Context: an optimization exercise on an open-source flow, tuned for small area, a short achievable clock period and few clock cycles per item. The choices shown serve that exercise and are no tape-out recipe.
In this exercise RTL edits were held to simulation tests only and were not proved equivalent to the original.

==> flow/design.v (excerpt) <==
module fbindct_8bit #(
  parameter IN_WIDTH = 8,
  parameter INT_BITS = 6,
  parameter FRAC_BITS = 6,
  parameter INTER_WIDTH = IN_WIDTH + INT_BITS + FRAC_BITS,
  parameter OUT_WIDTH = 20
)(
  input                                        clk,
  input                                        rst,
  input signed [8*IN_WIDTH-1:0]                x_in,
  input                                        ready_in,
  input                                        load,
  output                                       valid_out,
  output signed [8*OUT_WIDTH-1:0]              y_out
);
  wire signed [7:0] x0 = x_in[ 7: 0];
  wire signed [7:0] x1 = x_in[15: 8];
  wire signed [7:0] x2 = x_in[23:16];
  wire signed [7:0] x3 = x_in[31:24];
  wire signed [7:0] x4 = x_in[39:32];
  wire signed [7:0] x5 = x_in[47:40];
  wire signed [7:0] x6 = x_in[55:48];
  wire signed [7:0] x7 = x_in[63:56];
  reg vld;
  always @(posedge clk) begin
    if (rst)
      vld <= 1'b0;
    else if (load)
      vld <= 1'b1;
    else if (ready_in)
      vld <= 1'b0;
  end
  assign valid_out = vld;
  wire [8:0] n0_a = {{1{x0[7]}}, x0};
  wire [8:0] n0_b = {{1{x7[7]}}, x7};
  wire [8:0] n0_p = n0_a ^ n0_b;
  wire [8:0] n0_g = n0_a & n0_b;
  wire n0_G1 = n0_g[1] | (n0_p[1] & n0_g[0]);
  wire n0_G2 = n0_g[2] | (n0_p[2] & n0_G1);
  wire n0_G3 = n0_g[3] | (n0_p[3] & n0_G2);
  wire n0_G4 = n0_g[4] | (n0_p[4] & n0_G3);
  wire n0_G5 = n0_g[5] | (n0_p[5] & n0_G4);
  wire n0_G6 = n0_g[6] | (n0_p[6] & n0_G5);
  wire n0_G7 = n0_g[7] | (n0_p[7] & n0_G6);
  wire n0_G8 = n0_g[8] | (n0_p[8] & n0_G7);
  wire [8:0] n0 = {n0_p[8] ^ n0_G7, n0_p[7] ^ n0_G6, n0_p[6] ^ n0_G5, n0_p[5] ^ n0_G4, n0_p[4] ^ n0_G3, n0_p[3] ^ n0_G2, n0_p[2] ^ n0_G1, n0_p[1] ^ n0_g[0], n0_p[0]};
  wire [8:0] n7_a = {{1{x0[7]}}, x0};
  wire [8:0] n7_b = ~{{1{x7[7]}}, x7};
  wire [8:0] n7_p = n7_a ^ n7_b;
  ...
Size in the first run: roughly 1100 cells after synthesis, ~80 flip-flops, ~0.012 mm2 of cells after synthesis.
==> flow/config.mk <==
export PLATFORM = sky130hd
export DESIGN_NAME = fbindct_8bit
export DESIGN_NICKNAME = fbindct_8bit
export VERILOG_FILES = /design/flow/design.v
export SDC_FILE = /design/flow/constraint.sdc
export NUM_CORES = 4
export LEC_CHECK = 0
export ABC_AREA = 1
export CAP_MARGIN = 20
export CORE_MARGIN = 2
export CORE_UTILIZATION = 40
export CTS_BUF_LIST = sky130_fd_sc_hd__clkbuf_4 sky130_fd_sc_hd__clkbuf_8
export SETUP_SLACK_MARGIN = 4.0
export SLEW_MARGIN = 20
export SYNTH_HIERARCHICAL = 1
export TNS_END_PERCENT = 20
==> flow/constraint.sdc <==
create_clock -name core_clock -period 10.0 [get_ports {clk}]
set_input_delay 2.0000 -clock core_clock [delete_from_list [all_inputs] [get_ports {clk}]]
set_output_delay 2.0000 -clock core_clock [all_outputs]
set_load 0.01 [all_outputs]
standard.sh (not shown) runs the stock make flow with config.mk's settings and CLKGATE_MAP_FILE= SYNTH_SCRIPT=/design/flow/synth_recipe.tcl, a recipe that flattens the netlist after the stock synthesis.
==> flow/flow/run.sh <==
#!/bin/bash
# The standard layout, with plain buf_1 cells as the port buffers instead of the
# delay buffers buffer_ports picks by default. Every port still gets its buffer.
set -euo pipefail
bash standard.sh "BUFFER_PORTS_ARGS=-buffer_cell sky130_fd_sc_hd__buf_1" finish > standard_flow.log 2>&1
The starting point passed the timing, DRC and antenna checks.
Testbench counts at the start, summed over its fixed seeds: cycles 4,096, rows 2,048.
Rerun with:
--- a/flow/config.mk
+++ b/flow/config.mk
@@ -11 +11 @@
-export CORE_UTILIZATION = 40
+export CORE_UTILIZATION = 60
@@ -12,0 +13 @@
+export PLACE_DENSITY = 0.75
@@ -16 +16,0 @@
-export TNS_END_PERCENT = 20
What happened: The new run completed with no timing, DRC or antenna violations; global-route usage increases by 6.9 points; routed wire length came out lower by 4.9%; non-clock buffer count decreases by 4; final area went down by 1.3%; sequential share of layout area grows by 0.22 points.
Rerun with:
--- a/flow/config.mk
+++ b/flow/config.mk
@@ -8 +8 @@
-export ABC_AREA = 1
+export ABC_AREA = 0
@@ -11 +11 @@
-export CORE_UTILIZATION = 60
+export CORE_UTILIZATION = 40
@@ -13 +12,0 @@
-export PLACE_DENSITY = 0.75
The new run completed with no timing, DRC or antenna violations. Die area increases by 46%. Count of clock-buffer cells in the layout went down by 1. Worst hold slack improved by 0.0082 ns. Routed wire length is higher by 3.5%. Global-route usage decreases by 7.5 points.
Rerun with:
--- a/flow/config.mk
+++ b/flow/config.mk
@@ -8 +8 @@
-export ABC_AREA = 0
+export ABC_AREA = 1
@@ -12,2 +11,0 @@
-export CTS_BUF_LIST = sky130_fd_sc_hd__clkbuf_4 sky130_fd_sc_hd__clkbuf_8
-export SETUP_SLACK_MARGIN = 4.0
After rerunning: Final cell count goes up by 0.83%. Design area went down by 5.0%. Routed wire length came out lower by 0.94%. Worst setup slack got worse by 0.12 ns.
Rerun with:
--- a/flow/config.mk
+++ b/flow/config.mk
@@ -11,0 +12,2 @@
+export CTS_BUF_LIST = sky130_fd_sc_hd__clkbuf_4 sky130_fd_sc_hd__clkbuf_8
+export SETUP_SLACK_MARGIN = 4.6
Outcome:
- cell area climbs by 16%
- critical path depth goes up by 2
- area after synthesis is unchanged
- maximum frequency climbs by 4.6%
- count of clock-buffer cells in the layout rose by 1
- setup slack gains 0.27 ns
- clock skew is unchanged
Rerun with:
--- a/flow/config.mk
+++ b/flow/config.mk
@@ -13 +13 @@
-export SETUP_SLACK_MARGIN = 4.6
+export SETUP_SLACK_MARGIN = 4.0
After rerunning: Via count falls by 3.3%. Worst setup slack gets better by 0.016 ns.

==> static timing again, ports no longer ideal <==
How much do the figures lean on ideal ports? The routed layouts below were timed once more, with nothing changed but the port constraints. Step 1 assumes that a clkbuf_16 drives the clock port and a buf_2 every other input. Step 2 moves the port delays by t, midway between the first and last clock arrival at a register: inputs arrive t later, outputs are due t later. That takes back most of the time a late clock gives input paths. Three values: no drivers, after step 1, after step 2; two values: the first two.
run | t, ns | setup WS [ns] | hold WS [ns] | worst register clock-pin slew, ns | cell pins on the clock port's net
the first run | 0.405 | 4.072 / 4.034 / 3.695 | 0.509 / 0.509 / 0.509 | 0.09 / 0.09 | 1
the second run | 0.399 | 4.053 / 4.020 / 3.742 | 0.499 / 0.499 / 0.499 | 0.08 / 0.08 | 1
the third run | 0.412 | 3.930 / 3.893 / 3.761 | 0.507 / 0.507 / 0.507 | 0.09 / 0.09 | 1
the fourth run | 0.390 | 3.813 / 3.768 / 3.652 | 0.504 / 0.504 / 0.504 | 0.06 / 0.06 | 1
the fifth run | 0.408 | 4.085 / 4.046 / 3.977 | 0.501 / 0.501 / 0.501 | 0.08 / 0.08 | 1
the sixth run | 0.405 | 4.101 / 4.063 / 3.771 | 0.509 / 0.509 / 0.509 | 0.09 / 0.09 | 1
After both steps setup and hold are still met in every run listed. The setup slack of the first run, which loses most, moves by -0.038 ns with the drivers and by -0.377 ns with both steps.
